This design comes from an exercise in tuning for small area and a short achievable clock period on the open sky130 flow, not from production work.
At most, simulation tests tie the RTL to the original design; equivalence was not proved.
Only the layout flow was run in runs 1, 2, 5 and 6; the RTL was not checked for function there.
Power is estimated from default activity; no workload was simulated.

<file path="design.v">
module aish_merge #(
	parameter NB = 16
) (
	input  [8*NB-1:0] a,
	input  [8*NB-1:0] b,
	input  [8*NB-1:0] c,
	input  [NB-1:0]   sa,
	input  [NB-1:0]   sb,
	input  [NB-1:0]   sc,
	output [8*NB-1:0] y
);
	genvar j;
	generate
		for (j = 0; j < NB; j = j + 1) begin : g_byte
			assign y[8*j +: 8] = ~((a[8*j +: 8] & {8{sa[j]}}) |
			                       (b[8*j +: 8] & {8{sb[j]}}) |
			                       (c[8*j +: 8] & {8{sc[j]}}));
		end
	endgenerate
endmodule
module aish_rot #(
	parameter NB  = 16,
	parameter SH  = 1,
	parameter INV = 1
) (
	input  [8*NB-1:0] a,
	input             s,
	output [8*NB-1:0] y
);
	wire [8*NB-1:0] r = {a[8*SH-1:0], a[8*NB-1:8*SH]};
	wire [8*NB-1:0] m = s ? r : a;
	assign y = INV ? ~m : m;
endmodule
module aish_thermo16 (
	input  [15:0] x,
	output [15:0] t
);
	function [3:0] sort4;
		input [3:0] v;
		begin
			sort4[0] = |v;
			sort4[1] = (v[0] & v[1]) | (v[0] & v[2]) | (v[0] & v[3]) |
			           (v[1] & v[2]) | (v[1] & v[3]) | (v[2] & v[3]);
			sort4[2] = (v[0] & v[1] & v[2]) | (v[0] & v[1] & v[3]) |
			           (v[0] & v[2] & v[3]) | (v[1] & v[2] & v[3]);
			sort4[3] = &v;
		end
	endfunction
	function [7:0] add44;
		input [3:0] a;
		input [3:0] b;
		integer m, i;
		reg [4:0] ae, be;
		begin
			ae = {a, 1'b1};
			be = {b, 1'b1};
			for (m = 1; m <= 8; m = m + 1) begin
				add44[m-1] = 1'b0;
				for (i = 0; i <= 4; i = i + 1)
					if (m - i >= 0 && m - i <= 4 && i <= 4)
						add44[m-1] = add44[m-1] | (ae[i] & be[m-i]);
			end
		end
	endfunction
	function [15:0] add88;
		input [7:0] a;
		input [7:0] b;
		integer m, i;
		reg [8:0] ae, be;
		begin
			ae = {a, 1'b1};
			be = {b, 1'b1};
			for (m = 1; m <= 16; m = m + 1) begin
				add88[m-1] = 1'b0;
				for (i = 0; i <= 8; i = i + 1)
					if (m - i >= 0 && m - i <= 8)
						add88[m-1] = add88[m-1] | (ae[i] & be[m-i]);
			end
		end
	endfunction
	wire [3:0] n0 = sort4(x[3:0]);
	wire [3:0] n1 = sort4(x[7:4]);
	wire [3:0] n2 = sort4(x[11:8]);
	wire [3:0] n3 = sort4(x[15:12]);
	assign t = add88(add44(n0, n1), add44(n2, n3));
endmodule
module axi_stream_insert_header #(
	parameter DATA_WD = 128,
	parameter DATA_BYTE_WD = DATA_WD / 8
) (
	input                           clk,
	input                           rst_n,
	input                           valid_in,
	input      [DATA_WD-1 : 0]      data_in,
	input      [DATA_BYTE_WD-1 : 0] keep_in,
	input                           last_in,
	output reg                      ready_in,
	input                           valid_insert,
	input      [DATA_WD-1 : 0]      header_insert,
	input      [DATA_BYTE_WD-1 : 0] keep_insert,
	output reg                      ready_insert,
	output                          valid_out,
	output     [DATA_WD-1 : 0]      data_out,
	output     [DATA_BYTE_WD-1 : 0] keep_out,
	output                          last_out,
	input                           ready_out
);
	localparam NB = DATA_BYTE_WD;
	reg               rdy_prev;    
	reg               rdy_prev2;   
	reg [DATA_WD-1:0] data_d;      
	reg [DATA_WD-1:0] merged;      
	reg [4:0]         hdr_cnt;     
	reg [4:0]         keep_cnt;    
	reg [2:0]         rot;         
	wire start = ready_out & valid_insert & valid_in;
	wire up    = ready_in & ~rdy_prev;
	wire [4:0] shift;
	wire [15:0] ins_t;
	aish_thermo16 u_ins_t (.x(keep_insert), .t(ins_t));
	wire [4:0] ins_cnt;
	assign ins_cnt[4] = ins_t[15];
	assign ins_cnt[3] = ins_t[7] & ~ins_t[15];
	assign ins_cnt[2] = (ins_t[3] & ~ins_t[7]) | (ins_t[11] & ~ins_t[15]);
	assign ins_cnt[1] = (ins_t[1] & ~ins_t[3]) | (ins_t[5] & ~ins_t[7]) |
	                    (ins_t[9] & ~ins_t[11]) | (ins_t[13] & ~ins_t[15]);
	assign ins_cnt[0] = (ins_t[0] & ~ins_t[1]) | (ins_t[2] & ~ins_t[3]) |
	                    (ins_t[4] & ~ins_t[5]) | (ins_t[6] & ~ins_t[7]) |
	                    (ins_t[8] & ~ins_t[9]) | (ins_t[10] & ~ins_t[11]) |
	                    (ins_t[12] & ~ins_t[13]) | (ins_t[14] & ~ins_t[15]);
	assign shift = up ? ins_cnt : hdr_cnt;
	reg [NB-1:0] low, sel_in, sel_hdr, sel_prev;
	integer j;
	always @(*) begin
		for (j = 0; j < NB; j = j + 1) begin
			low[j]      = up ? ins_t[j] : (hdr_cnt > j);
			sel_in[j]   = ~low[j];
			sel_hdr[j]  = low[j] & up;
			sel_prev[j] = low[j] & ~up;
		end
	end
	wire [DATA_WD-1:0] merged_n_d, merged_d;
	aish_merge #(.NB(NB)) u_merge (
		.a(data_in), .b(header_insert), .c(data_d),
		.sa(sel_in), .sb(sel_hdr), .sc(sel_prev), .y(merged_n_d));
	aish_rot #(.NB(NB), .SH(8), .INV(1)) u_rot3 (.a(merged_n_d), .s(shift[3]), .y(merged_d));
	wire [DATA_WD-1:0] r0, r1;
	aish_rot #(.NB(NB), .SH(1), .INV(1)) u_rot0 (.a(merged), .s(rot[0]), .y(r0));
	aish_rot #(.NB(NB), .SH(2), .INV(1)) u_rot1 (.a(r0),     .s(rot[1]), .y(r1));
	aish_rot #(.NB(NB), .SH(4), .INV(0)) u_rot2 (.a(r1),     .s(rot[2]), .y(data_out));
	wire [5:0] end_cnt = hdr_cnt + keep_cnt;
	reg [NB-1:0] last_keep;
	integer k;
	always @(*) begin
		for (k = 0; k < NB; k = k + 1)
			last_keep[k] = (end_cnt >= 2 * NB - k);
	end
	assign valid_out = rdy_prev | rdy_prev2;
	assign last_out  = rdy_prev2 & ~rdy_prev;
	assign keep_out  = rdy_prev ? {NB{1'b1}} : last_keep;
	always @(posedge clk or negedge rst_n) begin
		if (~rst_n) begin
			ready_in     <= 1'b0;
			ready_insert <= 1'b0;
			rdy_prev     <= 1'b0;
			rdy_prev2    <= 1'b0;
		end else begin
			if (last_in)
				ready_in <= 1'b0;
			else if (start)
				ready_in <= 1'b1;
			if (ready_in)
				ready_insert <= 1'b0;
			else if (start)
				ready_insert <= 1'b1;
			rdy_prev  <= ready_in;
			rdy_prev2 <= rdy_prev;
		end
	end
	always @(posedge clk) begin
		data_d   <= data_in;
		merged   <= merged_d;
		rot      <= shift[2:0];
		if (up)
			hdr_cnt <= ins_cnt;
		if (ready_in)
			keep_cnt <= $countones(keep_in);
	end
endmodule
</file>
<file path="flow/run.sh">
#!/bin/bash
# Standard layout, with plain buf_1 cells as the port buffers and timing repair aiming well below the period.
set -euo pipefail
bash standard.sh 'BUFFER_PORTS_ARGS=-buffer_cell sky130_fd_sc_hd__buf_1' SETUP_SLACK_MARGIN=20 finish > make.log 2>&1
</file>
<file path="standard.sh">
#!/bin/bash
# synth_recipe.tcl (not shown) runs the flow's synth.tcl, then flattens the netlist and writes it again
# the make line also repeats each setting of config.mk as NAME=value (left out here)
make -C /OpenROAD-flow-scripts/flow DESIGN_CONFIG=/design/flow/config.mk WORK_HOME=/design/flow/orfs CLKGATE_MAP_FILE= SYNTH_SCRIPT=/design/flow/synth_recipe.tcl "${@:-finish}"
</file>
<file path="config.mk">
export PLATFORM = sky130hd
export DESIGN_NAME = axi_stream_insert_header
export DESIGN_NICKNAME = axi_stream_insert_header
export VERILOG_FILES = /design/flow/design.v
export SDC_FILE = /design/flow/constraint.sdc
export NUM_CORES = 4
export LEC_CHECK = 0
export CAP_MARGIN = 20
export CORE_MARGIN = 2
export CORE_UTILIZATION = 30
export SLEW_MARGIN = 20
export SYNTH_HIERARCHICAL = 1
</file>
<file path="constraint.sdc">
create_clock -name core_clock -period 30.0 [get_ports {clk}]
set_input_delay 6.0000 -clock core_clock [delete_from_list [all_inputs] [get_ports {clk}]]
set_output_delay 6.0000 -clock core_clock [all_outputs]
set_load 0.01 [all_outputs]
</file>
==> impl_metrics.csv, run 1 <==
group,metric,value,unit
global_routing,met2_usage,38.4,%
global_routing,grt_first_pass_wirelength,88700,um
floorplanning,fp.dieW,231,um
routing,firstDrtPassIters,10,
setup_path,r2r-end,"merged[32]",
pwr,p_leak,7.67,nW
routing,ant_nets,0,
sta,max-slew-margin-rel,21.0,%
floorplanning,die_h,231,um
setup_path,critPathLaunchType,"register",
global_routing,grt_use_total,22.7,%
setup_path,r2r-start,"ready_in",
sta,setup_viol,0,
logic_synthesis,synthesis.area,15500,um2
cts,root_buffer,"clkbuf_16",
cts,cts.sinks,270,
min_path,hold_class,"register to register",
routing,route.vias.total,13215,
global_routing,grt.busiest_layer,"met2",
pwr,ir_drop,0.0282,mV
floorplanning,core_area,51100,um2
run,drv_cap,0,
floorplanning,initial_core_util,30.3,%
setup_path,path_class,"register to output port",
sta,whs,0.486,ns
sta,rsz0062_at_grt,"false",
placed_design,gp_congestion,0.908,
logic_synthesis,synth_top_flop_cell,"dfxtp_1",
routing,finalWirelength,62800,um
setup_path,cp-end-kind,"output port",
setup_path,arrival,3.66,ns
logic_synthesis,synth_seq_cells,270,
cts,worstSkewPairLatency,0.54,ns
sta,max_freq,103,MHz
sta,final.min_clock_period,9.66,ns
logic_synthesis,avgSynthCellArea,11.6,um2
routing,drc,0,
status,status,"complete, no violations",
floorplanning,die_area,53400,um2
logic_synthesis,synth_edf_count,9,
logic_synthesis,synth.distinct_cells,64,
global_routing,grt_overflow,0,
setup_path,crit_fanout,139,
finish,syn2layout_area_growth,17.2,%
logic_synthesis,syn-num-nets,1653,
cts,clockBufferDepth,3,
logic_synthesis,ys_warn_count,8,
sta,setup_tns,0,ns
setup_path,ff2ff_setup_slack,26.64,ns
logic_synthesis,synth_top_area_share,33.3,%
sta,timing_hold_violations_final,0,
pwr,power_density,75.4,nW/um2
cts,cts_tree,"built",
logic_synthesis,synth_area_leaders,"dfxtp_1 (33%), mux2i_1 (25%), mux2_2 (9.3%), a222oi_1 (8.9%), buf_12 (5.0%)",
cts,cts_setup_buffers,0,
setup_path,reg2reg_depth,8,
cts,htree_levels,2,
sta,skew,0.0140,ns
cts,cts_resized,0,
cts,numCtsBuffers,34,
routing,wl_per_cell,25.7,um
global_routing,grt_max_degree,140,
floorplanning,rows,83,
logic_synthesis,synth.most_common_cell,"mux2i_1",
global_routing,antenna_found_initial,10,
setup_path,cp-endpoint,"keep_out[9]",
finish,fillers,5180,
routing,drt_iter0_drc,1600,
logic_synthesis,async_flop_share,1.48,%
sta,tightest_slew,1.18,ns
logic_synthesis,synth_top_cells_by_count,"mux2i_1 (384), dfxtp_1 (257), a222oi_1 (137)",
routing,viasPerCell,5.40,
logic_synthesis,synthCells,1338,
floorplanning,io_pins,442,
finish,final_nets,2053,
cts,cts_hold_buf,0,
placed_design,portBuffers,441,
sta,slew_viol_final,0,
sta,fin_crit_sh,32.2,%
setup_path,startpoint,"rot[1]",
global_routing,use_met3,5.02,%
global_routing,grt_use_met1,27.9,%
placed_design,dpl.hpwl,51000,um
setup_path,required,24.00,ns
logic_synthesis,synth_top_cell_by_area,"dfxtp_1",
logic_synthesis,seq_area_frac_synth,35.7,%
finish,layout-drive-gt1-share,13.0,%
global_routing,grt_pass1_vias,13149,
cts,clk_pin_slew,0.06,ns
-- layout make-up --
class | count | area, um2 | area share, %
multi-input cells | 920 | 8580 | 47.3
flip-flops and latches | 270 | 5520 | 30.4
repair buffers | 469 | 1900 | 10.5
clock buffers | 48 | 985 | 5.43
well taps | 680 | 851 | 4.69
inverters | 43 | 161 | 0.890
clock inverters | 13 | 128 | 0.704
diodes | 4 | 10.0 | 0.0552
-- through the flow --
| stage | cell area (um2) | setup WS, ns | instances | total power (W) | utilization, % |
|---|---|---|---|---|---|
| 6_report | 18100 | 20.34 | 2447 | 0.00137 | 35.5 |
| 5_1_grt | 18100 | 20.06 | 2444 | 0.00143 | 35.5 |
| 3_3_place_gp | 17000 | 20.23 | 2381 | 0.000952 | 33.3 |
| 4_1_cts | 18100 | 20.16 | 2442 | 0.00138 | 35.4 |
| 2_1_floorplan | 15500 | 20.90 | 1338 | 0.000785 | - |
| 3_5_place_dp | 17000 | 20.23 | 2381 | 0.000959 | 33.3 |
-- worst min-delay path by stage --
stage / end / slack [ns] / from / depth (start not counted)
after floorplan: rdy_prev2 / 0.40 / rdy_prev / 0
after global placement: ready_insert / 0.48 / ready_insert / 2
after detailed placement: rdy_prev2 / 0.49 / rdy_prev / 0
after CTS: rdy_prev2 / 0.49 / rdy_prev / 0
after global routing: rdy_prev2 / 0.51 / rdy_prev / 0
final: rdy_prev2 / 0.49 / rdy_prev / 0
-- per-module statistics from Yosys, one instance, submodules excluded, excerpt --
| module | times used | flip-flops and latches | cells |
|---|---|---|---|
| axi_stream_insert_header | 1 | 270 | 479 |
| aish_thermo16 | 1 | 0 | 131 |
-- report_power, final --
part | internal [W] | switching, W | leakage (nW)
sequential | 0.000421 | 0.0000548 | 2.30
combinational | 0.000193 | 0.000285 | 4.82
clock | 0.000247 | 0.000166 | 0.547
-- per-layer routing --
metal | routed length [um] | part of all wire [%] | up-vias
li1 | - | - | 6081
met1 | 25600 | 41 | 6376
met2 | 29700 | 47 | 634
met3 | 5000 | 8.0 | 114
met4 | 2460 | 3.9 | 10
met5 | 68 | 0.11 | -
-- logic make-up after synthesis --
| kind of cell | count (synthesis) | share of synthesized area (%) |
|---|---|---|
| simple gates | 126 | 4.26 |
| xor+xnor | 5 | 0.283 |
| fa+ha+maj | 25 | 2.51 |
| buf+inv | 148 | 8.97 |
| flops | 270 | 35.7 |
| compound gates | 252 | 14.1 |
| mux | 512 | 34.2 |
-- registers in the layout (all words and copies together), names as in the netlist --
name          count
rdy_prev2         1
rot               2
keep_cnt          5
ready_insert      1
data_d          128
hdr_cnt           3
rdy_prev          1
merged          128
ready_in          1
-- cell usage in the layout (no fill, tap or decap), drive strengths merged, types with 10 or more instances in the layout --
cell and n:
nand4 10, a222oi 137, fa 11, mux2 128, o211ai 17, o21ai 19
nand2 25, dfxtp 257, nor2 47, a21oi 17, inv 43, clkbuf 48
ha 10, mux2i 384, buf 469
-- critical path: stages (launching register included) --
cell and delay (ns):
edfxtp_1 0.37, buf_12 0.42, inv_1 0.26, fa_1 0.54, nand2b_1 0.17, a21o_1 0.21, or3_4 0.36, a31oi_2 0.29
o21ai_0 0.19, buf_1 0.16
==> inputs of run 2 (changes only) <==
==> flow/run.sh (replaced) <==
#!/bin/bash
# Standard layout, with plain buf_1 cells as the port buffers and timing repair aiming well below the period.
set -euo pipefail
bash standard.sh 'BUFFER_PORTS_ARGS=-buffer_cell sky130_fd_sc_hd__buf_1' SETUP_SLACK_MARGIN=21 finish > make.log 2>&1
==> run 2 against run 1 <==
Compared with the run above:
- non-clock buffer count is 51 higher
- clock power grew 5.3%
- highest routed layer unchanged
- count of clock-buffer cells in the layout fell by 1
- register-to-register slack worse by 0.45 ns
- clock skew increased by 0.0017 ns
- sequential share of layout area decreased by 1.2 points
- hold slack better by 0.016 ns
- critical endpoint is now merged[127]
- synthesized cell count stayed put
==> impl_metrics.csv, run 2 <==
group,metric,value,unit
routing,drc,0,
routing,drt_iter0_drc,1396,
setup_path,crit_fanout,9,
routing,firstDrtPassIters,10,
sta,setup_tns,0,ns
floorplanning,core_area,51100,um2
pwr,p_switching,0.000514,W
cts,worstSkewPairLatency,0.55,ns
sta,setup_viol,0,
finish,post-route-util,36.9,%
cts,cts_hold_buf,0,
finish,syn2layout_area_growth,22.0,%
placed_design,dpl.hpwl,51400,um
pwr,internal_power,0.000891,W
pwr,power_frac_comb,35.9,%
setup_path,required,30.34,ns
global_routing,grt_overflow,0,
logic_synthesis,synth_top_cells_by_count,"mux2i_1 (384), dfxtp_1 (257), a222oi_1 (137)",
setup_path,cp-endpoint,"merged[127]",
cts,root_buffer,"clkbuf_16",
sta,max-slew-margin-rel,28.7,%
logic_synthesis,synth.distinct_cells,64,
sta,tightest_slew,1.07,ns
logic_synthesis,synth_top_flop_cell,"dfxtp_1",
logic_synthesis,synthCells,1338,
setup_path,r2r-start,"hdr_cnt[4]",
global_routing,grt_use_total,23.4,%
routing,wl_per_cell,26.2,um
floorplanning,die_area,53400,um2
finish,seq_area,5520,um2
logic_synthesis,synth_top_area_share,33.3,%
finish,mostFrequentLayoutCell,"buf_1",
pwr,pwr-share-seq,33.2,%
sta,slew_viol_final,0,
cts,cts_tree,"built",
pwr,power_density,74.5,nW/um2
placed_design,placed_cell_area,17000,um2
finish,multi_input_area,8740,um2
setup_path,path_class,"input port to register",
finish,layout_common_cells,"buf_1 (440), mux2i_1 (384), dfxtp_1 (257)",
logic_synthesis,seq_area_frac_synth,35.7,%
setup_path,ff2ff_setup_slack,26.19,ns
placed_design,portBuffers,441,
finish,fillers,5168,
run,drv_cap,0,
logic_synthesis,synth.most_common_cell,"mux2i_1",
floorplanning,die_h,231,um
sta,fin_crit_sh,29.7,%
routing,viasPerCell,5.44,
floorplanning,fp.dieW,231,um
setup_path,cp-end-kind,"register",
pwr,ir_drop,0.0312,mV
sta,timing_hold_violations_final,0,
cts,numCtsBuffers,34,
logic_synthesis,synth_edf_count,9,
global_routing,antenna_found_initial,2,
global_routing,grt_first_pass_wirelength,91200,um
logic_synthesis,synth_seq_cells,270,
cts,clockBufferDepth,3,
sta,rsz0062_at_grt,"false",
sta,final.min_clock_period,8.92,ns
logic_synthesis,synth_area_leaders,"dfxtp_1 (33%), mux2i_1 (25%), mux2_2 (9.3%), a222oi_1 (8.9%), buf_12 (5.0%)",
logic_synthesis,ys_warn_count,8,
floorplanning,rows,83,
finish,num_antenna_cells,0,
status,status,"complete, no violations",
pwr,p_sw_share,36.6,%
cts,clk_pin_slew,0.06,ns
placed_design,gp_congestion,0.947,
routing,ant_nets,0,
finish,design_area,18900,um2
setup_path,critPathLaunchType,"input port",
pwr,p_leak,8.01,nW
cts,cts.sinks,270,
cts,htree_levels,2,
sta,max_freq,112,MHz
finish,final_nets,2104,
floorplanning,io_pins,442,
setup_path,startpoint,"keep_insert[15]",
setup_path,arrival,9.27,ns
finish,largestRegisters,"data_d: 128 flops, merged: 128 flops, keep_cnt: 5 flops",
floorplanning,initial_core_util,30.3,%
logic_synthesis,synth_top_cell_by_area,"dfxtp_1",
routing,route.vias.total,13577,
setup_path,reg2reg_depth,6,
min_path,hold_class,"register to register",
routing,finalWirelength,65200,um
global_routing,grt_pass1_vias,13379,
pwr,clkPwrFrac,30.9,%
setup_path,r2r-end,"merged[68]",
sta,skew,0.0157,ns
sta,whs,0.502,ns
finish,layout-drive-gt1-share,17.3,%
logic_synthesis,synthesis.area,15500,um2
global_routing,grt_max_degree,83,
logic_synthesis,syn-num-nets,1653,
logic_synthesis,async_flop_share,1.48,%
logic_synthesis,avgSynthCellArea,11.6,um2
[run 2: per-stage QoR]
step	setup slack, ns	std cells	total power, W
global route	21.00	2494	0.00147
finish	21.08	2494	0.00141
floorplan	20.92	1338	0.000786
global placement	19.71	2381	0.000948
CTS	20.95	2475	0.00141
detailed placement	19.58	2381	0.000956
[run 2: power groups by stage]
stage	Combinational [W]	Clock, W	Sequential [W]
2_1_floorplan	0.000338	0	0.000447
3_5_place_dp	0.000482	0	0.000474
6_report	0.000504	0.000435	0.000466
5_1_grt	0.000541	0.000458	0.000471
4_1_cts	0.000496	0.000445	0.000466
3_3_place_gp	0.000474	0	0.000475
[run 2: modules after synthesis (local to each module, per instance), a selection]
module	copies in the design	flip-flops and latches	cells inside
axi_stream_insert_header	1	270	479
aish_thermo16	1	0	131
[run 2: cell families (layout without fill, tap and decap cells)]
logic type | count (synthesis) | in the layout | synth area share, %
buffers and inverters | 148 | 624 | 8.97
XOR/XNOR | 5 | 5 | 0.283
AND/OR/NAND/NOR | 126 | 126 | 4.26
multiplexers | 512 | 512 | 34.2
adder cells (fa/ha/maj) | 25 | 25 | 2.51
AO/OA/AOI/OAI | 252 | 252 | 14.1
flip-flops | 270 | 270 | 35.7
[run 2: routing by layer]
layer | share of wire [%] | GRT usage (%)
met5 | 0.046 | 0
met1 | 42 | 29.3
met4 | 3.2 | 7.68
met2 | 48 | 40.3
met3 | 6.7 | 4.22
[run 2: worst min-delay path by stage]
stage | to | start | depth (start not counted) | slack, ns
after CTS | rdy_prev2 | rdy_prev | 0 | 0.50
after detailed placement | rdy_prev2 | rdy_prev | 0 | 0.49
final | rdy_prev2 | rdy_prev | 0 | 0.50
after global routing | rdy_prev2 | rdy_prev | 0 | 0.52
after global placement | ready_insert | ready_insert | 2 | 0.48
after floorplan | rdy_prev2 | rdy_prev | 0 | 0.40
[run 2: timing repair]
action | in CTS | in global routing
gates cloned | 3 | 1
setup endpoints to repair | 179 | 119
buffers inserted | 30 | 18
pin swaps | 25 | 20
gates resized for setup | 30 | 23
[run 2: cell type report]
type	instances	area share (%)
Inverter	43	0.895
Clock buffer	47	5.43
Sequential cell	270	29.2
Timing Repair Buffer	520	12.8
Clock inverter	14	0.855
Multi-Input combinational cell	920	46.3
Tap cell	680	4.51
[run 2: critical path, cell delays in order]
cell and delay (ns):
buf_1 0.17, maj3_1 0.42, o21ai_1 0.36, o221ai_2 0.32, a222oi_1 0.40, nand3_1 0.22, inv_1 0.20, nor2_1 0.09
buf_4 0.20, a222oi_1 0.56, mux2i_1 0.30
==> inputs of run 3 (changes only) <==
--- a/design.v
+++ b/design.v
@@ -114,4 +114,20 @@
 	reg [4:0]         keep_cnt;    
 	reg [2:0]         rot;         
+	wire [1:0] in_c2 [0:7];
+	wire [2:0] in_c4 [0:3];
+	wire [3:0] in_c8 [0:1];
+	genvar g;
+	generate
+		for (g = 0; g < 8; g = g + 1) begin : g_c2
+			assign in_c2[g] = keep_in[2*g] + keep_in[2*g+1];
+		end
+		for (g = 0; g < 4; g = g + 1) begin : g_c4
+			assign in_c4[g] = in_c2[2*g] + in_c2[2*g+1];
+		end
+		for (g = 0; g < 2; g = g + 1) begin : g_c8
+			assign in_c8[g] = in_c4[2*g] + in_c4[2*g+1];
+		end
+	endgenerate
+	wire [4:0] in_cnt = in_c8[0] + in_c8[1];
 	wire start = ready_out & valid_insert & valid_in;
 	wire up    = ready_in & ~rdy_prev;
@@ -185,5 +201,5 @@
 			hdr_cnt <= ins_cnt;
 		if (ready_in)
-			keep_cnt <= $countones(keep_in);
-	end
-endmodule
+			keep_cnt <= in_cnt;
+	end
+endmodule
--- a/config.mk
+++ b/config.mk
@@ -9,4 +9,6 @@
 export CORE_MARGIN = 2
 export CORE_UTILIZATION = 30
+export CTS_CLUSTER_DIAMETER = 90
+export CTS_CLUSTER_SIZE = 24
 export SLEW_MARGIN = 20
 export SYNTH_HIERARCHICAL = 1
==> run 3 against run 2 <==
Compared with the run above:
- highest routed layer is now met4
- still clean on timing, DRC and antenna
- sequential power increased by 3%
- critical path type is now register to output port
- count of clock-buffer cells in the layout decreased by 27
- hold slack got worse by 0.0053 ns
==> impl_metrics.csv, run 3 <==
group,metric,value,unit
cts,cts.sinks,270,
status,status,"complete, no violations",
finish,mostFrequentLayoutCell,"buf_1",
floorplanning,die_area,53500,um2
routing,met3_length,3360,um
routing,top_layer,"met4",
routing,finalWirelength,63900,um
logic_synthesis,synthesis.area,15500,um2
sta,setup_tns,0,ns
sta,skew,0.0277,ns
floorplanning,core_area,51200,um2
cts,clk_pin_slew,0.10,ns
setup_path,slowest_delay,0.40,ns
logic_synthesis,synth_top_flop_cell,"dfxtp_1",
floorplanning,rows,83,
logic_synthesis,synth_edf_count,9,
placed_design,placed_cell_area,17100,um2
setup_path,crit_fanout,19,
global_routing,antenna_found_initial,2,
logic_synthesis,synth.distinct_cells,65,
logic_synthesis,syn-num-nets,1657,
global_routing,grt_pass1_vias,13113,
pwr,pwr-share-seq,38.8,%
pwr,ir_drop,0.0334,mV
setup_path,reg2reg_depth,6,
cts,worstSkewPairLatency,0.53,ns
logic_synthesis,synth.most_common_cell,"mux2i_1",
placed_design,gp_congestion,0.954,
pwr,p_switching,0.000496,W
logic_synthesis,ys_warn_count,8,
logic_synthesis,synth_top_area_share,33.2,%
logic_synthesis,synthCells,1342,
sta,rsz0062_at_grt,"true",
setup_path,cp-end-kind,"output port",
sta,tightest_slew,1.01,ns
routing,drt_iter0_drc,1466,
routing,wl_per_cell,26.1,um
finish,layout_common_cells,"buf_1 (438), mux2i_1 (384), dfxtp_1 (256)",
global_routing,grt_first_pass_wirelength,89100,um
run,drv_cap,0,
setup_path,r2r-end,"merged[8]",
sta,final.min_clock_period,8.88,ns
cts,htree_levels,1,
cts,clockBufferDepth,3,
setup_path,r2r-start,"hdr_cnt[2]",
finish,fillers,5238,
logic_synthesis,synth_seq_cells,270,
setup_path,ff2ff_setup_slack,26.35,ns
min_path,min_path_cells,0,
cts,cts_hold_buf,0,
sta,timing_hold_violations_final,0,
min_path,hold_class,"register to register",
finish,layout-drive-gt1-share,15.2,%
setup_path,path_cells,"buf_4, buf_12, ha_1, a21o_1, a211oi_4, buf_4, nor3b_2, a2bb2oi_1, o21ai_1, buf_1",
logic_synthesis,synth_top_cells_by_count,"mux2i_1 (384), dfxtp_1 (257), a222oi_1 (137)",
floorplanning,fp.dieW,231,um
finish,final_nets,2071,
floorplanning,die_h,231,um
global_routing,grt_overflow,0,
routing,wl_met2,31600,um
placed_design,portBuffers,441,
pwr,clkPwrFrac,20.3,%
floorplanning,io_pins,442,
finish,design_area,18000,um2
finish,syn2layout_area_growth,16.1,%
cts,numCtsBuffers,17,
setup_path,critPathMostFrequentCell,"buf_4",
setup_path,required,24.00,ns
routing,ant_nets,0,
routing,drc,0,
pwr,internal_power,0.000735,W
placed_design,dpl.hpwl,51900,um
cts,cts_tree,"built",
pwr,power_frac_comb,40.9,%
pwr,power_density,68.4,nW/um2
sta,max-slew-margin-rel,32.8,%
sta,max_freq,113,MHz
setup_path,path_class,"register to output port",
logic_synthesis,synth_top_cell_by_area,"dfxtp_1",
setup_path,crit_slowest_cell,"edfxtp_1",
global_routing,grt_max_degree,134,
routing,route.vias.total,13375,
routing,detail_route.wirelength.met1,27700,um
logic_synthesis,seq_area_frac_synth,35.6,%
setup_path,critPathLaunchType,"register",
routing,viasPerCell,5.47,
sta,slew_viol_final,0,
logic_synthesis,synth_area_leaders,"dfxtp_1 (33%), mux2i_1 (25%), mux2_2 (9.3%), a222oi_1 (8.8%), buf_12 (5.0%)",
min_path,min_from,"rdy_prev",
sta,setup_viol,0,
cts,root_buffer,"clkbuf_16",
pwr,p_sw_share,40.3,%
routing,firstDrtPassIters,8,
sta,fin_crit_sh,29.6,%
logic_synthesis,async_flop_share,1.48,%
min_path,hold_end,"rdy_prev2",
global_routing,grt_use_total,22.6,%
logic_synthesis,avgSynthCellArea,11.5,um2
setup_path,arrival,2.88,ns
finish,largestRegisters,"data_d: 128 flops, merged: 128 flops, keep_cnt: 5 flops",
pwr,p_leak,7.56,nW
floorplanning,initial_core_util,30.3,%
==> run 3: critical path: cells and delay by family (launching register included) <==
| family | cells | cell delay [ns] |
|---|---|---|
| AO/OA/AOI/OAI | 4 | 0.75 |
| buffers and inverters | 4 | 0.70 |
| flip-flops | 1 | 0.40 |
| adder cells (fa/ha/maj) | 1 | 0.32 |
| AND/OR/NAND/NOR | 1 | 0.19 |
==> run 3: power groups by stage <==
stage / logic (W) / registers, W / clock network (W)
floorplan: 0.000343 / 0.000448 / 0
global placement: 0.000475 / 0.000488 / 0
detailed placement: 0.000481 / 0.000488 / 0
CTS: 0.000491 / 0.000479 / 0.000258
global route: 0.000540 / 0.000482 / 0.000272
finish: 0.000503 / 0.000478 / 0.000250
==> run 3: Yosys stat by module (local to each module, per instance), a selection <==
module / cells inside / area, um2 / flip-flops and latches
aish_thermo16: 131 / 951 / 0
axi_stream_insert_header: 483 / 6850 / 270
==> run 3: final cells by class <==
| type | count | area (um2) | share of cell area, % |
|---|---|---|---|
| repair buffers | 501 | 2190 | 12.1 |
| multi-input cells | 924 | 8740 | 48.6 |
| flip-flops and latches | 270 | 5520 | 30.7 |
| inverters | 42 | 161 | 0.897 |
| clock buffers | 20 | 447 | 2.48 |
| clock inverters | 8 | 85.1 | 0.473 |
| well taps | 680 | 851 | 4.73 |
| diodes | 2 | 5.00 | 0.0278 |
==> run 3: timing repair <==
| item | 4_1_cts | 5_1_grt |
|---|---|---|
| gates cloned | 1 | 1 |
| gates resized for setup | 13 | 29 |
| pin swaps | 12 | 14 |
| endpoints found under the setup margin | 128 | 111 |
| setup buffers | 14 | 13 |
==> run 3: metal layers <==
metal	track usage (%)	vias up
met5	0	-
met4	5.28	0
met3	2.33	53
met2	39.8	560
met1	29.6	6663
li1	-	6099
==> run 3: per-stage QoR <==
stage                     instances  hold slack, ns  total power [W]  utilization (%)  setup slack [ns]
after floorplan                1342           0.400         0.000791                -             21.01
after global placement         2387           0.484         0.000962             33.3             20.12
after detailed placement       2388           0.499         0.000969             33.3             20.17
after CTS                      2431           0.517          0.00123             34.7             21.02
after global routing           2445           0.547          0.00129             35.1             20.97
final                          2447           0.497          0.00123             35.1             21.12
==> run 3: kinds of logic after synthesis <==
kind of cell	after synthesis	share of synthesized area [%]
AO/OA/AOI/OAI	250	14.1
XOR/XNOR	7	0.396
adder cells (fa/ha/maj)	25	2.50
buffers and inverters	148	8.97
flip-flops	270	35.6
multiplexers	512	34.1
AND/OR/NAND/NOR	130	4.39
==> run 3: how the worst max path moves through the flow <==
stage / startpoint / end / slack, ns / cells after the start
after floorplan: keep_in[0] / keep_cnt[4] / 21.01 / 12
after global placement: keep_insert[13] / merged[50] / 20.12 / 10
after detailed placement: keep_insert[13] / merged[55] / 20.17 / 10
after CTS: rot[1] / keep_out[13] / 21.02 / 9
after global routing: rot[1] / keep_out[13] / 20.97 / 10
final: rot[1] / keep_out[14] / 21.12 / 10
==> inputs of run 4 (changes only) <==
--- a/config.mk
+++ b/config.mk
@@ -9,6 +9,4 @@
 export CORE_MARGIN = 2
 export CORE_UTILIZATION = 30
-export CTS_CLUSTER_DIAMETER = 90
-export CTS_CLUSTER_SIZE = 24
 export SLEW_MARGIN = 20
 export SYNTH_HIERARCHICAL = 1
==> run 4 against run 3 <==
Compared with the run above:
- via count increased by 0.11%
- combinational power about the same
- count of clock-buffer cells in the layout increased by 30
- non-clock buffer count shrank 2
- die area unchanged
- area after synthesis did not move
- global-route usage grew 0.32 points
- total power increased by 13%
- hold slack improved by 0.0090 ns
==> impl_metrics.csv, run 4 <==
group,metric,value,unit
status,status,"complete, no violations",
routing,ant_nets,0,
logic_synthesis,synth_area_leaders,"dfxtp_1 (33%), mux2i_1 (25%), mux2_2 (9.3%), a222oi_1 (8.8%), buf_12 (5.0%)",
global_routing,grt_pass1_vias,13394,
min_path,min_path_cells,2,
sta,tightest_slew,0.996,ns
setup_path,cp-end-kind,"output port",
logic_synthesis,syn-num-nets,1657,
routing,wl_per_cell,25.7,um
placed_design,dp.cells,2388,
logic_synthesis,synth_top_family_by_area,"multiplexers",
cts,numCtsBuffers,35,
finish,layout-drive-gt1-share,16.2,%
pwr,ir_drop,0.0436,mV
floorplanning,die_h,231,um
logic_synthesis,synth.most_common_cell,"mux2i_1",
global_routing,grt_use_total,22.9,%
setup_path,slowest_delay,0.57,ns
logic_synthesis,synth_fa_ha_area_share,2.50,%
min_path,min_from,"ready_insert",
min_path,hold_class,"register to register",
cts,cts_tree,"built",
sta,setup_slack,21.12,ns
sta,fin_crit_sh,29.6,%
logic_synthesis,synth.distinct_cells,65,
setup_path,path_cells,"buf_12, mux2i_1, mux2i_1, mux2_2, buf_1",
setup_path,crit_fanout,133,
routing,drc,0,
pwr,power_density,75.0,nW/um2
cts,clockBufferDepth,3,
routing,route.vias.total,13390,
logic_synthesis,synth_seq_cells,270,
finish,final_nets,2087,
sta,skew,0.0242,ns
placed_design,pre_cts_ws,20.17,ns
setup_path,r2r-start,"hdr_cnt[2]",
min_path,hold_end,"ready_insert",
logic_synthesis,avgSynthCellArea,11.5,um2
routing,viasPerCell,5.40,
routing,finalWirelength,63800,um
cts,htree_levels,2,
placed_design,gp_congestion,0.954,
finish,mostFrequentLayoutCell,"buf_1",
global_routing,grt_first_pass_wirelength,89500,um
sta,setup_viol,0,
sta,setup_tns,0,ns
sta,rsz0062_at_grt,"true",
finish,largestRegisters,"data_d: 128 flops, merged: 128 flops, keep_cnt: 5 flops",
logic_synthesis,synthCells,1342,
routing,drt_iter0_drc,1540,
setup_path,required,24.00,ns
sta,slew_viol_final,0,
finish,layout_common_cells,"buf_1 (440), mux2i_1 (384), dfxtp_1 (256)",
logic_synthesis,synthMuxAreaShare,34.1,%
setup_path,critPathMostFrequentCell,"mux2i_1",
placed_design,placed_cell_area,17100,um2
setup_path,r2r-end,"merged[79]",
logic_synthesis,seq_area_frac_synth,35.6,%
finish,syn2layout_area_growth,19.9,%
logic_synthesis,synth-simple-area-share,4.39,%
global_routing,grt_max_degree,134,
finish,stdcell_count,2480,
logic_synthesis,synth_top_cell_by_area,"dfxtp_1",
setup_path,crit_slowest_cell,"buf_12",
setup_path,path_class,"register to output port",
routing,firstDrtPassIters,9,
setup_path,critPathLaunchType,"register",
setup_path,crit_buf_inv,2,
logic_synthesis,synth-xor-area-share,0.396,%
floorplanning,initial_core_util,30.3,%
cts,worstSkewPairLatency,0.55,ns
floorplanning,fp.dieW,231,um
setup_path,path_delay_family,"multiplexers",
setup_path,arrival,2.88,ns
placed_design,dpl.hpwl,51900,um
floorplanning,core_area,51200,um2
logic_synthesis,synth_edf_count,9,
placed_design,portBuffers,441,
global_routing,grt_overflow,0,
cts,clk_pin_slew,0.06,ns
logic_synthesis,synthesis.area,15500,um2
floorplanning,die_area,53500,um2
logic_synthesis,synth_top_cells_by_count,"mux2i_1 (384), dfxtp_1 (257), a222oi_1 (137)",
logic_synthesis,synth_top_area_share,33.2,%
logic_synthesis,synth_top_flop_cell,"dfxtp_1",
pwr,p_leak,7.84,nW
cts,root_buffer,"clkbuf_16",
sta,final.min_clock_period,8.88,ns
finish,design_area,18600,um2
run,drv_cap,0,
floorplanning,rows,83,
sta,max_freq,113,MHz
sta,timing_hold_violations_final,0,
global_routing,antenna_found_initial,4,
cts,cts_hold_buf,0,
logic_synthesis,ys_warn_count,8,
floorplanning,io_pins,442,
cts,cts.sinks,270,
sta,max-slew-margin-rel,33.6,%
logic_synthesis,async_flop_share,1.48,%
logic_synthesis,synth_compound_area_share,14.1,%
setup_path,reg2reg_depth,6,
setup_path,ff2ff_setup_slack,26.43,ns
-- run 4: cell counts after synthesis --
Identical to the previous run, type by type.
-- run 4: logic make-up (layout without fill, tap and decap cells) --
family / count (synthesis) / in the layout
other: 0 / 2
buffers and inverters: 148 / 604
DFF: 270 / 270
AOI/OAI and AO/OA: 250 / 250
and+or+nand+nor: 130 / 130
muxes: 512 / 512
xor gates and xnor gates: 7 / 7
adders and majority gates: 25 / 25
-- run 4: modules after synthesis (local to each module, per instance), a selection --
module	cell area, um2	cells	flops+latches
aish_thermo16	951	131	0
axi_stream_insert_header	6850	483	270
-- run 4: layout make-up --
class                      count  area (um2)
fill                        5204       32600
multi-input combinational    924        8740
sequential                   270        5520
timing repair buffer         499        2170
clock buffer                  50        1010
tap                          680         851
inverter                      42         161
clock inverter                13         123
antenna                        2        5.00
-- run 4: power by group --
group | switching [W] | internal (W)
combinational | 0.000298 | 0.000203
sequential | 0.0000572 | 0.000422
clock | 0.000167 | 0.000246
-- run 4: routing by layer --
layer | global-route usage (%) | part of all wire (%) | wire (um)
met1 | 28.6 | 42 | 26600
met2 | 38.2 | 47 | 30300
met3 | 4.58 | 6.9 | 4430
met5 | 0 | 0.020 | 13
met4 | 9.94 | 3.9 | 2500
-- run 4: worst max path at each step --
stage | cells after the start | endpoint | slack, ns | start
finish | 5 | data_out[84] | 21.12 | rot[0]
global route | 10 | keep_out[13] | 20.99 | rot[1]
CTS | 11 | merged[116] | 20.97 | keep_insert[5]
detailed placement | 10 | merged[55] | 20.17 | keep_insert[13]
global placement | 10 | merged[50] | 20.12 | keep_insert[13]
floorplan | 12 | keep_cnt[4] | 21.01 | keep_in[0]
-- run 4: metrics by stage --
step           util, %  total power [W]  hold slack [ns]
5_1_grt           36.3          0.00146            0.542
3_5_place_dp      33.3         0.000969            0.499
3_3_place_gp      33.3         0.000962            0.484
4_1_cts           35.9          0.00140            0.509
6_report          36.3          0.00139            0.506
2_1_floorplan        -         0.000791            0.400
-- run 4: timing repair --
item / 4_1_cts / 5_1_grt
hold endpoints to repair: 0 / 0
resized for setup: 11 / 30
gates cloned: 1 / 0
buffers inserted: 13 / 13
setup endpoints to repair: 129 / 132
pin swaps: 11 / 15
-- run 4: worst min-delay path, cell delays in order, from the launching register on --
cell,delay (ns)
dfrtp_1,0.35
a31oi_1,0.05
nor2_1,0.07
==> inputs of run 5 (changes only) <==
--- a/design.v
+++ b/design.v
@@ -22,5 +22,6 @@
 	parameter NB  = 16,
 	parameter SH  = 1,
-	parameter INV = 1
+	parameter INV = 1,
+	parameter SN  = 0
 ) (
 	input  [8*NB-1:0] a,
@@ -29,5 +30,5 @@
 );
 	wire [8*NB-1:0] r = {a[8*SH-1:0], a[8*NB-1:8*SH]};
-	wire [8*NB-1:0] m = s ? r : a;
+	wire [8*NB-1:0] m = (SN ? ~s : s) ? r : a;
 	assign y = INV ? ~m : m;
 endmodule
@@ -113,5 +114,6 @@
 	reg [4:0]         hdr_cnt;     
 	reg [4:0]         keep_cnt;    
-	reg [2:0]         rot;         
+	reg [5:0]         end_cnt;     
+	reg [2:0]         rot_n;       
 	wire [1:0] in_c2 [0:7];
 	wire [2:0] in_c4 [0:3];
@@ -162,8 +164,7 @@
 	aish_rot #(.NB(NB), .SH(8), .INV(1)) u_rot3 (.a(merged_n_d), .s(shift[3]), .y(merged_d));
 	wire [DATA_WD-1:0] r0, r1;
-	aish_rot #(.NB(NB), .SH(1), .INV(1)) u_rot0 (.a(merged), .s(rot[0]), .y(r0));
-	aish_rot #(.NB(NB), .SH(2), .INV(1)) u_rot1 (.a(r0),     .s(rot[1]), .y(r1));
-	aish_rot #(.NB(NB), .SH(4), .INV(0)) u_rot2 (.a(r1),     .s(rot[2]), .y(data_out));
-	wire [5:0] end_cnt = hdr_cnt + keep_cnt;
+	aish_rot #(.NB(NB), .SH(1), .INV(1), .SN(1)) u_rot0 (.a(merged), .s(rot_n[0]), .y(r0));
+	aish_rot #(.NB(NB), .SH(2), .INV(1), .SN(1)) u_rot1 (.a(r0),     .s(rot_n[1]), .y(r1));
+	aish_rot #(.NB(NB), .SH(4), .INV(0), .SN(1)) u_rot2 (.a(r1),     .s(rot_n[2]), .y(data_out));
 	reg [NB-1:0] last_keep;
 	integer k;
@@ -197,9 +198,9 @@
 		data_d   <= data_in;
 		merged   <= merged_d;
-		rot      <= shift[2:0];
+		rot_n    <= ~shift[2:0];
 		if (up)
 			hdr_cnt <= ins_cnt;
-		if (ready_in)
-			keep_cnt <= in_cnt;
-	end
-endmodule
+		keep_cnt <= in_cnt;
+		end_cnt  <= hdr_cnt + keep_cnt;
+	end
+endmodule
--- a/config.mk
+++ b/config.mk
@@ -8,5 +8,7 @@
 export CAP_MARGIN = 20
 export CORE_MARGIN = 2
-export CORE_UTILIZATION = 30
+export CORE_UTILIZATION = 45
+export CTS_CLUSTER_DIAMETER = 90
+export CTS_CLUSTER_SIZE = 24
 export SLEW_MARGIN = 20
 export SYNTH_HIERARCHICAL = 1
==> run 5 against run 4 <==
Compared with the run above:
- still clean
- clock skew down 0.0050 ns
- combinational power up 81%
- global-route usage is 5.4 points higher
- total power increased by 21%
- sequential power grew 11%
- largest cell class unchanged
- largest power group unchanged
==> impl_metrics.csv, run 5 <==
group,metric,value,unit
status,status,"complete, no violations",
finish,final_nets,2059,
routing,detail_route.wirelength.met1,22900,um
cts,clk_pin_slew,0.09,ns
finish,layout_common_cells,"buf_1 (441), mux2i_1 (384), dfxtp_1 (271)",
cts,root_buffer,"clkbuf_16",
logic_synthesis,avgSynthCellArea,11.5,um2
placed_design,dpl.hpwl,43500,um
logic_synthesis,syn-num-nets,1684,
finish,stdcell_count,2205,
placed_design,dp.cells,2162,
floorplanning,initial_core_util,45.5,%
finish,mostFrequentLayoutCell,"buf_1",
cts,worstSkewPairLatency,0.52,ns
finish,syn2layout_area_growth,11.4,%
cts,htree_levels,1,
finish,fillers,3300,
sta,rsz0062_at_grt,"true",
global_routing,grt_max_degree,130,
logic_synthesis,ys_warn_count,8,
logic_synthesis,synth_top_cells_by_count,"mux2i_1 (384), dfxtp_1 (274), a222oi_1 (137)",
setup_path,arrival,2.89,ns
sta,max_freq,112,MHz
setup_path,cp-end-kind,"output port",
cts,numCtsBuffers,16,
logic_synthesis,seq_area_frac_synth,35.8,%
finish,num_antenna_cells,0,
sta,setup_viol,0,
routing,wl_met2,25700,um
sta,skew,0.0191,ns
cts,cts_tree,"built",
sta,tightest_slew,1.10,ns
logic_synthesis,synth.most_common_cell,"mux2i_1",
run,drv_cap,0,
finish,layout-drive-gt1-share,12.2,%
sta,timing_hold_violations_final,0,
sta,setup_tns,0,ns
setup_path,critPathLaunchType,"register",
logic_synthesis,async_flop_share,1.43,%
global_routing,grt_overflow,0,
routing,viasPerCell,5.94,
pwr,ir_drop,0.0631,mV
setup_path,required,24.00,ns
routing,route.vias.total,13104,
logic_synthesis,synthesis.area,15700,um2
routing,ant_nets,0,
pwr,p_leak,7.13,nW
floorplanning,core_area,34500,um2
cts,clockBufferDepth,3,
floorplanning,die_h,191,um
floorplanning,fp.dieW,191,um
setup_path,ff2ff_setup_slack,26.29,ns
finish,seq_area,5630,um2
logic_synthesis,synth_seq_cells,279,
floorplanning,rows,68,
global_routing,antenna_found_initial,1,
routing,wl_per_cell,24.8,um
routing,drc,0,
logic_synthesis,synth_top_flop_cell,"dfxtp_1",
cts,cts.sinks,279,
sta,final.min_clock_period,8.89,ns
placed_design,portBuffers,441,
setup_path,crit_fanout,64,
logic_synthesis,synth_edf_count,1,
global_routing,grt_first_pass_wirelength,77500,um
logic_synthesis,synth_area_leaders,"dfxtp_1 (35%), mux2i_1 (25%), mux2_2 (9.2%), a222oi_1 (8.7%), buf_12 (5.0%)",
global_routing,grt_use_total,28.4,%
routing,drt_iter0_drc,1509,
sta,whs,0.456,ns
routing,finalWirelength,54800,um
logic_synthesis,synth.distinct_cells,66,
sta,slew_viol_final,0,
finish,multi_input_area,8680,um2
logic_synthesis,synthCells,1369,
min_path,hold_class,"register to register",
logic_synthesis,synth_top_cell_by_area,"dfxtp_1",
routing,firstDrtPassIters,10,
global_routing,grt_pass1_vias,12715,
logic_synthesis,synth_top_area_share,35.0,%
placed_design,gp_congestion,0.910,
floorplanning,io_pins,442,
setup_path,path_class,"register to output port",
routing,top_layer,"met4",
sta,max-slew-margin-rel,26.3,%
routing,met3_length,4630,um
pwr,power_density,96.4,nW/um2
finish,largestRegisters,"data_d: 128 flops, merged: 128 flops, end_cnt: 6 flops",
pwr,finalPower,0.00168,W
floorplanning,die_area,36400,um2
sta,fin_crit_sh,29.6,%
finish,post-route-util,50.7,%
cts,cts_hold_buf,0,
-- run 5: cell count changes after synthesis, sizes merged, moves of 3 or more --
cell,change
o21ai,+14
buf,+7
a21o,+3
inv,+3
nand2,+10
nand4,-3
nand2b,-4
edfxtp,-8
nor2,-7
dfxtp,+17
-- run 5: layout make-up --
class	count	area share [%]
repair buffers	470	11.0
clock inverters	4	0.379
well taps	455	3.26
clock buffers	20	2.50
inverters	45	0.967
flip-flops and latches	279	32.2
multi-input cells	932	49.7
-- run 5: timing repair --
action	in CTS	in global routing
cloned	0	1
pin swaps	1	15
resized for setup	5	14
hold endpoints to repair	0	0
buffers inserted	3	14
setup endpoints to repair	107	162
-- run 5: stage by stage --
stage / area [um2] / worst slack, ns
floorplan: 15700 / 21.01
global placement: 16700 / 20.30
detailed placement: 16700 / 20.21
CTS: 17300 / 21.01
global route: 17500 / 20.96
finish: 17500 / 21.11
-- run 5: kinds of logic after synthesis --
| group | count (synthesis) | share of synthesized area (%) |
|---|---|---|
| mux | 512 | 33.7 |
| flops | 279 | 35.8 |
| compound gates | 261 | 14.1 |
| buf+inv | 158 | 9.32 |
| simple gates | 130 | 4.33 |
| fa+ha+maj | 25 | 2.47 |
| xor+xnor | 4 | 0.223 |
-- run 5: modules after synthesis, one instance, submodules excluded, excerpt --
module / copies in the design / cells inside
axi_stream_insert_header: 1 / 510
aish_thermo16: 1 / 131
-- run 5: critical path, stage by stage (launching register included) --
cell	delay (ns)
dfxtp_4	0.76
buf_8	0.54
mux2i_1	0.41
mux2i_1	0.16
mux2_2	0.31
buf_1	0.13
-- run 5: power by group --
| part | switching (W) | total, W | internal (W) |
|---|---|---|---|
| registers | 0.0000896 | 0.000533 | 0.000443 |
| clock network | 0.000129 | 0.000243 | 0.000115 |
| logic | 0.000516 | 0.000908 | 0.000392 |
| total | 0.000734 | 0.00168 | 0.000950 |
-- run 5: per-layer routing --
layer	vias to the layer above	track usage, %
met5	-	0
li1	6095	-
met4	0	8.50
met1	6319	36.5
met2	617	47.5
met3	73	6.16
-- run 5: path summary, 6_finish.rpt --
check	start	end	cells past startpoint
worst max-delay path	rot_n[0]	data_out[100]	5
worst min-delay path	keep_cnt[0]	end_cnt[0]	1
worst max register to register	rdy_prev	merged[6]	8
worst min register to register	keep_cnt[0]	end_cnt[0]	1
max in group asynchronous	rst_n	rdy_prev2	1
min in group asynchronous	rst_n	rdy_prev	1
==> inputs of run 6 (changes only) <==
--- a/config.mk
+++ b/config.mk
@@ -8,5 +8,5 @@
 export CAP_MARGIN = 20
 export CORE_MARGIN = 2
-export CORE_UTILIZATION = 45
+export CORE_UTILIZATION = 30
 export CTS_CLUSTER_DIAMETER = 90
 export CTS_CLUSTER_SIZE = 24
==> run 6 against run 5 <==
Compared with the run above:
- maximum frequency down 0.34%
- worst setup slack got worse by 0.030 ns
- die area grew 49%
- core utilization shrank 16 points
- area after synthesis unchanged
- via count rose by 0.93%
- sequential share of layout area decreased by 0.71 points
- count of clock-buffer cells in the layout increased by 1
- final cell count grew 10%
- sequential power up 3%
- clock skew rose by 0.0056 ns
- critical endpoint is now merged[75]
- largest power group unchanged
- highest routed layer unchanged
==> impl_metrics.csv, run 6 <==
group,metric,value,unit
status,status,"complete, no violations",
global_routing,grt_max_degree,130,
setup_path,critPathLaunchType,"input port",
sta,whs,0.455,ns
setup_path,crit_slowest_cell,"a222oi_1",
logic_synthesis,synth_area_leaders,"dfxtp_1 (35%), mux2i_1 (25%), mux2_2 (9.2%), a222oi_1 (8.7%), buf_12 (5.0%)",
sta,final.min_clock_period,8.92,ns
finish,syn2layout_area_growth,14.0,%
pwr,finalPower,0.00177,W
setup_path,path_delay_family,"compound AO/OA/AOI/OAI gates",
sta,setup_tns,0,ns
floorplanning,io_pins,442,
cts,root_buffer,"clkbuf_16",
cts,cts_tree,"built",
cts,worstSkewPairLatency,0.56,ns
routing,wl_per_cell,26.0,um
placed_design,dpl.hpwl,51300,um
sta,max_freq,112,MHz
pwr,p_leak,7.17,nW
global_routing,grt_pass1_vias,12724,
placed_design,gp_congestion,0.947,
logic_synthesis,synth_edf_count,1,
cts,htree_levels,1,
routing,drc,0,
setup_path,startpoint,"keep_insert[2]",
logic_synthesis,synthCells,1369,
floorplanning,fp.dieW,233,um
logic_synthesis,seq_area_frac_synth,35.8,%
placed_design,portBuffers,441,
global_routing,grt_use_total,21.9,%
logic_synthesis,synth_top_area_share,35.0,%
sta,max-slew-margin-rel,28.7,%
logic_synthesis,synth.distinct_cells,66,
placed_design,placed_cell_area,17000,um2
logic_synthesis,ys_warn_count,8,
finish,layout_common_cells,"buf_1 (441), mux2i_1 (384), dfxtp_1 (271)",
finish,largestRegisters,"data_d: 128 flops, merged: 128 flops, end_cnt: 6 flops",
routing,viasPerCell,5.43,
floorplanning,rows,83,
setup_path,crit_buf_inv,1,
logic_synthesis,synth_top_flop_cell,"dfxtp_1",
logic_synthesis,synth_seq_cells,279,
min_path,hold_class,"register to register",
setup_path,slowest_delay,0.62,ns
setup_path,path_cells,"buf_1, maj3_2, o21ai_0, o211ai_1, a222oi_1, nand3_1, and2_1, a222oi_1, mux2i_1",
setup_path,crit_fanout,9,
routing,finalWirelength,63400,um
setup_path,critPathMostFrequentCell,"a222oi_1",
sta,setup_viol,0,
floorplanning,core_area,51500,um2
logic_synthesis,async_flop_share,1.43,%
cts,clk_pin_slew,0.08,ns
cts,numCtsBuffers,20,
global_routing,grt_overflow,0,
routing,route.vias.total,13226,
setup_path,r2r-start,"rdy_prev",
finish,post-route-util,34.7,%
floorplanning,initial_core_util,30.4,%
logic_synthesis,synthesis.area,15700,um2
sta,skew,0.0247,ns
run,drv_cap,0,
finish,mostFrequentLayoutCell,"buf_1",
sta,slew_viol_final,0,
finish,layout-drive-gt1-share,12.4,%
floorplanning,die_area,54100,um2
setup_path,required,30.38,ns
cts,cts.sinks,279,
routing,firstDrtPassIters,10,
cts,clockBufferDepth,3,
global_routing,antenna_found_initial,6,
sta,fin_crit_sh,29.7,%
sta,tightest_slew,1.06,ns
routing,drt_iter0_drc,1493,
sta,timing_hold_violations_final,0,
routing,ant_nets,0,
logic_synthesis,synth.most_common_cell,"mux2i_1",
logic_synthesis,synth_top_cells_by_count,"mux2i_1 (384), dfxtp_1 (274), a222oi_1 (137)",
finish,final_nets,2053,
floorplanning,die_h,233,um
pwr,power_density,99.0,nW/um2
logic_synthesis,avgSynthCellArea,11.5,um2
setup_path,cp-end-kind,"register",
global_routing,grt_first_pass_wirelength,86300,um
pwr,ir_drop,0.0471,mV
setup_path,path_class,"input port to register",
finish,design_area,17900,um2
logic_synthesis,syn-num-nets,1684,
setup_path,arrival,9.30,ns
sta,rsz0062_at_grt,"false",
min_path,min_from,"keep_cnt[0]",
logic_synthesis,synth_top_cell_by_area,"dfxtp_1",
==> run 6: logic make-up (layout without fill, tap and decap cells) <==
family,count (synthesis),after routing,synth area share (%)
xor gates and xnor gates,4,4,0.223
adders and majority gates,25,25,2.47
muxes,512,512,33.7
and+or+nand+nor,130,130,4.33
other,0,6,0
AOI/OAI and AO/OA,261,261,14.1
DFF,279,279,35.8
buffers and inverters,158,538,9.32
==> run 6: worst paths after layout <==
| path | endpoint | slack (ns) | cells after the start |
|---|---|---|---|
| min in group asynchronous | rdy_prev2 | 5.28 | 1 |
| hold reg to reg | end_cnt[0] | 0.45 | 1 |
| max in group asynchronous | ready_in | 24.54 | 1 |
| setup / recovery | merged[75] | 21.08 | 9 |
| setup reg to reg | merged[69] | 26.19 | 8 |
| hold / removal | end_cnt[0] | 0.45 | 1 |
==> run 6: modules after synthesis, one instance, submodules excluded, excerpt <==
module | area, um2 | times used | flip-flops and latches
aish_thermo16 | 951 | 1 | 0
axi_stream_insert_header | 7030 | 1 | 279
==> run 6: timing repair <==
| item | CTS | global route |
|---|---|---|
| cloned | 0 | 1 |
| buffers inserted | 2 | 6 |
| pin swaps | 0 | 6 |
| resized for setup | 10 | 14 |
| hold endpoints to repair | 0 | 0 |
| hold buffers | 0 | 0 |
| setup endpoints to repair | 116 | 111 |
==> run 6: layout make-up <==
cell class                 instances  area [um2]
inverter                          45         169
clock buffer                      21         504
clock inverter                    12         163
antenna                            6        15.0
multi-input combinational        932        8680
timing repair buffer             460        1870
sequential                       279        5630
tap                              680         851
fill                            5326       33600
==> run 6: layer usage <==
layer	share of wire (%)	GRT usage [%]	vias to the layer above
li1	-	-	6098
met4	2.9	7.30	0
met2	47	36.6	573
met5	0	0	-
met3	6.2	3.19	66
met1	44	28.7	6489
==> run 6: metrics by stage <==
step                setup slack, ns  cells
finish                        21.08   2435
detailed placement            20.10   2387
CTS                           21.01   2422
global placement              20.13   2387
global route                  21.01   2435
floorplan                     21.01   1369
==> run 6: report_power, final <==
part / switching, W / internal (W)
combinational: 0.000536 / 0.000391
sequential: 0.000106 / 0.000443
clock: 0.000160 / 0.000133
total: 0.000802 / 0.000968
==> inputs of run 7 (changes only) <==
--- a/design.v
+++ b/design.v
@@ -33,56 +33,65 @@
 	assign y = INV ? ~m : m;
 endmodule
+module aish_sort4 (
+	input  [3:0] v,
+	output [3:0] t
+);
+	assign t[0] = |v;
+	assign t[1] = (v[0] & v[1]) | (v[0] & v[2]) | (v[0] & v[3]) |
+	              (v[1] & v[2]) | (v[1] & v[3]) | (v[2] & v[3]);
+	assign t[2] = (v[0] & v[1] & v[2]) | (v[0] & v[1] & v[3]) |
+	              (v[0] & v[2] & v[3]) | (v[1] & v[2] & v[3]);
+	assign t[3] = &v;
+endmodule
+module aish_tadd #(
+	parameter N = 4
+) (
+	input  [N-1:0]   a,
+	input  [N-1:0]   b,
+	output [2*N-1:0] c
+);
+	wire [N:0] ae = {a, 1'b1};
+	wire [N:0] be = {b, 1'b1};
+	genvar m, i;
+	generate
+		for (m = 1; m <= 2 * N; m = m + 1) begin : g_m
+			wire [N:0] term;
+			for (i = 0; i <= N; i = i + 1) begin : g_i
+				if (m - i >= 0 && m - i <= N)
+					assign term[i] = ae[i] & be[m-i];
+				else
+					assign term[i] = 1'b0;
+			end
+			assign c[m-1] = |term;
+		end
+	endgenerate
+endmodule
 module aish_thermo16 (
 	input  [15:0] x,
 	output [15:0] t
 );
-	function [3:0] sort4;
-		input [3:0] v;
-		begin
-			sort4[0] = |v;
-			sort4[1] = (v[0] & v[1]) | (v[0] & v[2]) | (v[0] & v[3]) |
-			           (v[1] & v[2]) | (v[1] & v[3]) | (v[2] & v[3]);
-			sort4[2] = (v[0] & v[1] & v[2]) | (v[0] & v[1] & v[3]) |
-			           (v[0] & v[2] & v[3]) | (v[1] & v[2] & v[3]);
-			sort4[3] = &v;
-		end
-	endfunction
-	function [7:0] add44;
-		input [3:0] a;
-		input [3:0] b;
-		integer m, i;
-		reg [4:0] ae, be;
-		begin
-			ae = {a, 1'b1};
-			be = {b, 1'b1};
-			for (m = 1; m <= 8; m = m + 1) begin
-				add44[m-1] = 1'b0;
-				for (i = 0; i <= 4; i = i + 1)
-					if (m - i >= 0 && m - i <= 4 && i <= 4)
-						add44[m-1] = add44[m-1] | (ae[i] & be[m-i]);
-			end
-		end
-	endfunction
-	function [15:0] add88;
-		input [7:0] a;
-		input [7:0] b;
-		integer m, i;
-		reg [8:0] ae, be;
-		begin
-			ae = {a, 1'b1};
-			be = {b, 1'b1};
-			for (m = 1; m <= 16; m = m + 1) begin
-				add88[m-1] = 1'b0;
-				for (i = 0; i <= 8; i = i + 1)
-					if (m - i >= 0 && m - i <= 8)
-						add88[m-1] = add88[m-1] | (ae[i] & be[m-i]);
-			end
-		end
-	endfunction
-	wire [3:0] n0 = sort4(x[3:0]);
-	wire [3:0] n1 = sort4(x[7:4]);
-	wire [3:0] n2 = sort4(x[11:8]);
-	wire [3:0] n3 = sort4(x[15:12]);
-	assign t = add88(add44(n0, n1), add44(n2, n3));
+	wire [3:0] n0, n1, n2, n3;
+	wire [7:0] h0, h1;
+	aish_sort4 u_n0 (.v(x[3:0]),   .t(n0));
+	aish_sort4 u_n1 (.v(x[7:4]),   .t(n1));
+	aish_sort4 u_n2 (.v(x[11:8]),  .t(n2));
+	aish_sort4 u_n3 (.v(x[15:12]), .t(n3));
+	aish_tadd #(.N(4)) u_h0 (.a(n0), .b(n1), .c(h0));
+	aish_tadd #(.N(4)) u_h1 (.a(n2), .b(n3), .c(h1));
+	aish_tadd #(.N(8)) u_t  (.a(h0), .b(h1), .c(t));
+endmodule
+module aish_sel #(
+	parameter NB = 16
+) (
+	input  [NB-1:0] t,
+	input  [NB-1:0] h,
+	input           up,
+	output [NB-1:0] sa,
+	output [NB-1:0] sb,
+	output [NB-1:0] sc
+);
+	assign sa = up ? ~t : ~h;
+	assign sb = {NB{up}} & t;
+	assign sc = {NB{~up}} & h;
 endmodule
 module axi_stream_insert_header #(
@@ -148,14 +157,14 @@
 	                    (ins_t[12] & ~ins_t[13]) | (ins_t[14] & ~ins_t[15]);
 	assign shift = up ? ins_cnt : hdr_cnt;
-	reg [NB-1:0] low, sel_in, sel_hdr, sel_prev;
+	reg [NB-1:0] hdr_low;
 	integer j;
 	always @(*) begin
-		for (j = 0; j < NB; j = j + 1) begin
-			low[j]      = up ? ins_t[j] : (hdr_cnt > j);
-			sel_in[j]   = ~low[j];
-			sel_hdr[j]  = low[j] & up;
-			sel_prev[j] = low[j] & ~up;
-		end
-	end
+		for (j = 0; j < NB; j = j + 1)
+			hdr_low[j] = (hdr_cnt > j);
+	end
+	wire [NB-1:0] sel_in, sel_hdr, sel_prev;
+	aish_sel #(.NB(NB)) u_sel (
+		.t(ins_t), .h(hdr_low), .up(up),
+		.sa(sel_in), .sb(sel_hdr), .sc(sel_prev));
 	wire [DATA_WD-1:0] merged_n_d, merged_d;
 	aish_merge #(.NB(NB)) u_merge (
==> run 7 against run 6 <==
Compared with the run above:
- combinational power about the same
- die area is essentially flat
- final area fell by 0.60%
- final cell count shrank 1.0%
- still clean
- count of clock-buffer cells in the layout grew 1
- hold slack improved by 0.0035 ns
- core utilization fell by 0.21 points
- register-to-register slack gained 0.18 ns
- clock power rose by 4%
- flip-flop and latch count unchanged
==> impl_metrics.csv, run 7 <==
group,metric,value,unit
status,status,"complete, no violations",
routing,firstDrtPassIters,10,
logic_synthesis,synthCells,1358,
cts,htree_levels,1,
finish,design_area,17800,um2
logic_synthesis,synth_seq_cells,279,
finish,layout_common_cells,"buf_1 (441), mux2i_1 (397), dfxtp_1 (271)",
setup_path,cp-end-kind,"output port",
finish,syn2layout_area_growth,13.3,%
placed_design,portBuffers,441,
floorplanning,rows,83,
global_routing,grt_overflow,0,
logic_synthesis,synth_area_leaders,"dfxtp_1 (35%), mux2i_1 (26%), mux2_2 (9.2%), a222oi_1 (8.6%), buf_12 (5.0%)",
routing,drt_iter0_drc,1513,
min_path,min_from,"rdy_prev",
sta,max_freq,113,MHz
sta,setup_slack,21.13,ns
setup_path,required,24.00,ns
sta,final.min_clock_period,8.87,ns
logic_synthesis,synth_top_area_share,35.0,%
cts,clockBufferDepth,3,
pwr,power_density,99.5,nW/um2
finish,largestRegisters,"data_d: 128 flops, merged: 128 flops, end_cnt: 6 flops",
logic_synthesis,synth_top_cell_by_area,"dfxtp_1",
cts,numCtsBuffers,20,
cts,root_buffer,"clkbuf_16",
routing,drc,0,
pwr,p_leak,7.83,nW
logic_synthesis,synth.most_common_cell,"mux2i_1",
setup_path,path_cells,"buf_4, mux2_2, buf_1",
cts,clk_pin_slew,0.08,ns
logic_synthesis,ys_warn_count,7,
logic_synthesis,synth_edf_count,1,
global_routing,antenna_found_initial,0,
logic_synthesis,syn-num-nets,1673,
finish,mostFrequentLayoutCell,"buf_1",
setup_path,r2r-start,"rdy_prev",
logic_synthesis,seq_area_frac_synth,35.8,%
routing,finalWirelength,61300,um
logic_synthesis,synth_top_flop_cell,"dfxtp_1",
placed_design,gp_congestion,0.948,
floorplanning,die_area,54100,um2
setup_path,critPathLaunchType,"register",
logic_synthesis,synth.distinct_cells,47,
sta,max-slew-margin-rel,27.0,%
placed_design,pre_cts_ws,20.57,ns
cts,worstSkewPairLatency,0.55,ns
finish,final_nets,2032,
sta,whs,0.458,ns
min_path,hold_class,"register to register",
min_path,hold_end,"rdy_prev2",
finish,fillers,5265,
floorplanning,die_h,233,um
setup_path,r2r-end,"merged[93]",
floorplanning,core_area,51500,um2
sta,setup_tns,0,ns
setup_path,arrival,2.87,ns
setup_path,ff2ff_setup_slack,26.37,ns
logic_synthesis,avgSynthCellArea,11.5,um2
cts,cts_tree,"built",
placed_design,placed_cell_area,17000,um2
setup_path,path_delay_family,"buffers and inverters",
run,drv_cap,0,
setup_path,crit_slowest_cell,"buf_4",
floorplanning,fp.dieW,233,um
sta,timing_hold_violations_final,0,
floorplanning,io_pins,442,
global_routing,grt_use_total,21.6,%
placed_design,dpl.hpwl,50100,um
setup_path,slowest_delay,0.81,ns
setup_path,reg2reg_depth,6,
## run 7: changes by cell type after synthesis, sizes merged, moves of 8 or more
cell,previous run,this run
nor2,42,17
and2,9,19
nor2b,3,19
o21ai,30,20
buf,66,74
a21oi,19,6
o211ai,16,8
mux2i,384,400
a22oi,10,30
a211oi,8,21
## run 7: logic make-up (layout without fill, tap and decap cells)
family / count (synthesis) / after routing / share of synthesized area [%]
AND/OR/NAND/NOR: 121 / 121 / 4.16
XOR/XNOR: 4 / 4 / 0.223
AO/OA/AOI/OAI: 240 / 240 / 13.3
multiplexers: 528 / 528 / 34.7
adder cells (fa/ha/maj): 21 / 21 / 2.20
buffers and inverters: 165 / 537 / 9.62
flip-flops: 279 / 279 / 35.8
## run 7: report_power, final
part	switching (W)	total, W	internal (W)
clock network	0.000159	0.000305	0.000146
logic	0.000541	0.000927	0.000385
registers	0.0000919	0.000536	0.000444
## run 7: how the worst max path moves through the flow
stage	from	end	slack, ns	depth (start not counted)
2_1_floorplan	keep_in[11]	keep_cnt[4]	21.01	13
3_3_place_gp	keep_insert[1]	merged[126]	20.59	9
3_5_place_dp	keep_insert[9]	merged[126]	20.57	9
4_1_cts	rot_n[0]	data_out[55]	21.07	5
5_1_grt	keep_insert[9]	merged[120]	21.00	9
6_report	rot_n[2]	data_out[33]	21.13	3
## run 7: per-stage QoR
stage | cells | power (W) | utilization [%]
2_1_floorplan | 1358 | 0.00120 | -
3_3_place_gp | 2370 | 0.00144 | 32.9
3_5_place_dp | 2371 | 0.00145 | 32.9
4_1_cts | 2407 | 0.00177 | 34.4
5_1_grt | 2410 | 0.00187 | 34.5
6_report | 2410 | 0.00177 | 34.5
## run 7: layout make-up
type	count	area [um2]	share of cell area, %
multi-input cells	914	8580	48.3
flip-flops and latches	279	5630	31.7
repair buffers	456	1810	10.2
well taps	680	851	4.79
clock buffers	22	529	2.98
clock inverters	13	185	1.04
inverters	46	173	0.972
## run 7: what timing repair did
item | 4_1_cts | 5_1_grt
setup buffers | 1 | 3
gates resized for setup | 3 | 3
setup endpoints to repair | 103 | 72
hold buffers | 0 | 0
pin swaps | 0 | 3
## run 7: Yosys stat by module (local to each module, per instance), a selection
module,cell area (um2),cells
aish_sort4,55.1,8
axi_stream_insert_header,6730,452
## run 7: metal layers
metal,vias up,GRT usage [%],wire [um]
met4,0,3.98,973
met3,57,3.32,4360
met5,-,0,0
li1,5992,-,-
met1,6337,27.8,26000
met2,616,38.1,30000

==> separate check: timing with driven ports <==
In the flow no input, the clock included, has a driving cell. The finished layouts below were timed again as built, in two steps. Step 1: set_driving_cell puts a clkbuf_16 on clk and a buf_2 on each other input, an assumption about the parent block. Step 2 also shifts input and output timing later by t, the mid clock arrival at the registers, as if the neighbouring blocks saw the same clock. a / b / c = ideal / step 1 / step 2; a / b = the first two.
run	t (ns)	setup slack, ns
run 1	0.593	20.335 / 20.280 / 20.103
run 2	0.585	21.078 / 21.052 / 20.521
run 3	0.575	21.117 / 21.060 / 20.635
run 4	0.587	21.119 / 21.065 / 20.607
run 5	0.558	21.111 / 21.059 / 20.585
run 6	0.595	21.081 / 21.057 / 20.510
run 7	0.587	21.134 / 21.087 / 20.593
After both steps every run listed still meets setup and hold.
